From an optimization exercise on the open Yosys and OpenROAD flow, aimed at small area and a short achievable clock period; shortcuts taken in it are not production practice. Only simulation tests tie the RTL to the original design; equivalence was not proved. Power figures rest on the tool's default switching activity, not on a simulated workload.

## SingleCPU
module SingleCPU(
Addr_in,
clk,
rst,
instr_i,
Addr_o,
wb_we,
wb_addr,
wb_data);
input [31:0]Addr_in;
input clk;
input rst;
input [31:0]instr_i;
output [31:0]Addr_o;
output wb_we;
output [4:0]wb_addr;
output [31:0]wb_data;
Adder Adder1(.data1(Addr_in), .data_o(Addr_o));
reg [5:0] op;
reg [25:0] fld;
always @(posedge clk) begin
  op <= rst ? 6'd0 : instr_i[31:26];
  fld <= instr_i[25:0];
end
wire [4:0] rs = fld[25:21];
wire [4:0] rt = fld[20:16];
wire [4:0] rd = fld[15:11];
wire [5:0] funct = fld[5:0];
wire [31:0] imm = {{16{fld[15]}}, fld[15:0]};
wire rtype = (op == 6'd20);
wire addi  = (op == 6'd39);
wire subi  = (op == 6'd40);
wire addrd = (op == 6'd25) | (op == 6'd26);
wire ld    = (op == 6'd42);
wire st    = (op == 6'd41);
wire we    = rtype | addi | subi | addrd | ld;
wire [4:0] dest = (rtype | addrd) ? rd : rt;
wire f_add = (funct == 6'd9);
wire f_sub = (funct == 6'd18);
wire f_and = (funct == 6'd27);
wire f_or  = (funct == 6'd36);
wire [31:0] rq [0:31];
wire [31:0] ssel, tsel;
genvar g;
genvar k;
generate for (g = 0; g < 32; g = g + 1) begin : dec
  assign ssel[g] = (rs == g);
  assign tsel[g] = (rt == g);
end endgenerate
wire [31:0] ra, rb;
generate for (g = 0; g < 32; g = g + 1) begin : rport
  RDBIT ua(.sel(ssel), .d(rq[g]), .q(ra[g]));
  RDBIT ub(.sel(tsel), .d(rq[g]), .q(rb[g]));
end endgenerate
  ...
Size in the first run: roughly 5300 cells after synthesis, roughly 2200 flip-flops, about 140 I/O pins.
clock: 10.0 ns
lec_check: 0
cap_margin: 10
cell_pad_in_sites_detail_placement: 1
cell_pad_in_sites_global_placement: 2
core_margin: 2
core_utilization: 50
cts_cluster_diameter: 70
cts_cluster_size: 24
setup_slack_margin: 5.0
slew_margin: 10
synth_hierarchical: 1
standard.sh (not shown) runs the stock make flow with config.mk's settings and CLKGATE_MAP_FILE= SYNTH_SCRIPT=/design/flow/synth_recipe.tcl, a recipe that flattens the netlist after the stock synthesis.
==> flow/flow/run.sh <==
#!/bin/bash
# The standard layout with two changes: the port buffers are buf_2 cells
# instead of delay buffers, and each Addr_in pin is placed next to its Addr_o
# pin. All tool output goes to standard.log.
set -e
export BUFFER_PORTS_ARGS="-buffer_cell sky130_fd_sc_hd__buf_2"
export PRE_IO_PLACEMENT_TCL="$(pwd)/flow/pins.tcl"
bash standard.sh > standard.log 2>&1
==> flow/flow/pins.tcl <==
# Keep each Addr_in bit next to its Addr_o bit, in order along one edge, so the
# Addr_o = Addr_in + 4 logic sits between its own pins.
set_io_pin_constraint -group -order -pin_names {Addr_in[0] Addr_o[0] Addr_in[1] Addr_o[1] Addr_in[2] Addr_o[2] Addr_in[3] Addr_o[3] Addr_in[4] Addr_o[4] Addr_in[5] Addr_o[5] Addr_in[6] Addr_o[6] Addr_in[7] Addr_o[7] Addr_in[8] Addr_o[8] Addr_in[9] Addr_o[9] Addr_in[10] Addr_o[10] Addr_in[11] Addr_o[11] Addr_in[12] Addr_o[12] Addr_in[13] Addr_o[13] Addr_in[14] Addr_o[14] Addr_in[15] Addr_o[15] Addr_in[16] Addr_o[16] Addr_in[17] Addr_o[17] Addr_in[18] Addr_o[18] Addr_in[19] Addr_o[19] Addr_in[20] Addr_o[20] Addr_in[21] Addr_o[21] Addr_in[22] Addr_o[22] Addr_in[23] Addr_o[23] Addr_in[24] Addr_o[24] Addr_in[25] Addr_o[25] Addr_in[26] Addr_o[26] Addr_in[27] Addr_o[27] Addr_in[28] Addr_o[28] Addr_in[29] Addr_o[29] Addr_in[30] Addr_o[30] Addr_in[31] Addr_o[31]}
Then changed:
==> flow/run.sh (new file) <==
#!/bin/bash
# synth_recipe.tcl (not shown) runs the flow's synth.tcl, then flattens the netlist and writes it again
# the make line also repeats each setting of config.mk as NAME=value (left out here)
make -C /OpenROAD-flow-scripts/flow DESIGN_CONFIG=/design/flow/config.mk WORK_HOME=/design/flow/orfs CLKGATE_MAP_FILE= SYNTH_SCRIPT=/design/flow/synth_recipe.tcl finish
removed: flow/flow/run.sh
removed: flow/flow/pins.tcl
removed: flow/standard.sh
After rerunning: The changed run passed the timing, DRC and antenna checks. Sequential cell count does not change. Routed wire length decreases by 3.8%. Clock skew increases by 4.9 ps. Fmax increases by 0.42%. Via count decreases by 1.5%. Clock power increases by about 0.9%. Clock-buffer cell count decreases by 11.
Then changed:
==> flow/flow/run.sh (new file) <==
#!/bin/bash
# The standard layout with two changes: the port buffers are buf_2 cells
# instead of delay buffers, and each Addr_in pin is placed next to its Addr_o
# pin. All tool output goes to standard.log.
set -e
export BUFFER_PORTS_ARGS="-buffer_cell sky130_fd_sc_hd__buf_2"
export PRE_IO_PLACEMENT_TCL="$(pwd)/flow/pins.tcl"
bash standard.sh > standard.log 2>&1
==> flow/flow/pins.tcl (new file) <==
# Keep each Addr_in bit next to its Addr_o bit, in order along one edge, so the
# Addr_o = Addr_in + 4 logic sits between its own pins.
set_io_pin_constraint -group -order -pin_names {Addr_in[0] Addr_o[0] Addr_in[1] Addr_o[1] Addr_in[2] Addr_o[2] Addr_in[3] Addr_o[3] Addr_in[4] Addr_o[4] Addr_in[5] Addr_o[5] Addr_in[6] Addr_o[6] Addr_in[7] Addr_o[7] Addr_in[8] Addr_o[8] Addr_in[9] Addr_o[9] Addr_in[10] Addr_o[10] Addr_in[11] Addr_o[11] Addr_in[12] Addr_o[12] Addr_in[13] Addr_o[13] Addr_in[14] Addr_o[14] Addr_in[15] Addr_o[15] Addr_in[16] Addr_o[16] Addr_in[17] Addr_o[17] Addr_in[18] Addr_o[18] Addr_in[19] Addr_o[19] Addr_in[20] Addr_o[20] Addr_in[21] Addr_o[21] Addr_in[22] Addr_o[22] Addr_in[23] Addr_o[23] Addr_in[24] Addr_o[24] Addr_in[25] Addr_o[25] Addr_in[26] Addr_o[26] Addr_in[27] Addr_o[27] Addr_in[28] Addr_o[28] Addr_in[29] Addr_o[29] Addr_in[30] Addr_o[30] Addr_in[31] Addr_o[31]}
==> flow/standard.sh (new file) <==
#!/bin/bash
# synth_recipe.tcl (not shown) runs the flow's synth.tcl, then flattens the netlist and writes it again
# the make line also repeats each setting of config.mk as NAME=value (left out here)
make -C /OpenROAD-flow-scripts/flow DESIGN_CONFIG=/design/flow/config.mk WORK_HOME=/design/flow/orfs CLKGATE_MAP_FILE= SYNTH_SCRIPT=/design/flow/synth_recipe.tcl "${@:-finish}"
--- a/flow/config.mk
+++ b/flow/config.mk
@@ -11,5 +11,5 @@
 export CORE_MARGIN = 2
-export CORE_UTILIZATION = 50
-export CTS_CLUSTER_DIAMETER = 70
-export CTS_CLUSTER_SIZE = 24
+export CORE_UTILIZATION = 55
+export CTS_CLUSTER_DIAMETER = 76
+export CTS_CLUSTER_SIZE = 28
 export SETUP_SLACK_MARGIN = 5.0
removed: flow/run.sh
Result: The new run completed with no timing, DRC or antenna violations. Via count climbs by a few percent. Area after synthesis stays the same. Power drops by a few percent. Synthesized cell count stays the same. Setup slack is worse by 450 ps. Non-clock buffer count drops by 4. Count of clock-buffer cells in the layout climbs by 1.
Then changed:
==> flow/run.sh (new file) <==
#!/bin/bash
# synth_recipe.tcl (not shown) runs the flow's synth.tcl, then flattens the netlist and writes it again
# the make line also repeats each setting of config.mk as NAME=value (left out here)
make -C /OpenROAD-flow-scripts/flow DESIGN_CONFIG=/design/flow/config.mk WORK_HOME=/design/flow/orfs CLKGATE_MAP_FILE= SYNTH_SCRIPT=/design/flow/synth_recipe.tcl finish
--- a/flow/config.mk
+++ b/flow/config.mk
@@ -11,5 +11,5 @@
 export CORE_MARGIN = 2
-export CORE_UTILIZATION = 55
-export CTS_CLUSTER_DIAMETER = 76
-export CTS_CLUSTER_SIZE = 28
+export CORE_UTILIZATION = 45
+export CTS_CLUSTER_DIAMETER = 70
+export CTS_CLUSTER_SIZE = 24
 export SETUP_SLACK_MARGIN = 5.0
removed: flow/flow/run.sh
removed: flow/flow/pins.tcl
removed: flow/standard.sh
Utilization fell by 10 points.
Wire length rose by 7.7%.
Final cell count rose by 6.3%.
Global-route usage fell by 4.4 points.
Clock power rose by 6.0%.
Register-to-register slack gets worse by 110 ps.
Hold slack gets better by 10 ps.
Clock-buffer cell count rose by 13.
Maximum frequency rose by 8.0%.
Via count fell by 3.2%.

separate check: timing with driven ports:
The results above use ideal ports. As a check the final layouts listed here were re-extracted and re-timed, cells and wires unchanged.
Step 1: set_driving_cell puts a clkbuf_16 on clk and a buf_2 on each other input, an assumption about the parent block.
Step 2, shift: input delay + t, output delay - t, t = (earliest + latest rising clock arrival at the registers) / 2. This alone moves slack from input paths to output paths.
Three values: ideal, step 1, step 2; two values: the first two.
run	t (ns)	slack for setup (ns)	hold WS [ns]	worst register clock-pin slew, ns	worst slew at a driven data input, ns
the first run	0.928	4.790 / 4.734 / 4.734	0.334 / 0.334 / 0.334	0.10 / 0.10	0.06
the second run	0.913	4.812 / 4.755 / 4.755	0.331 / 0.331 / 0.331	0.10 / 0.10	0.08
the third run	0.870	4.362 / 4.307 / 4.307	0.325 / 0.325 / 0.325	0.11 / 0.11	0.10
the fourth run	0.921	4.780 / 4.708 / 4.708	0.335 / 0.335 / 0.335	0.10 / 0.10	0.08
After both steps every run listed still meets setup and hold. For the fourth run, which loses most, drivers alone change the setup slack by -0.072 ns; drivers and shift together by -0.072 ns.
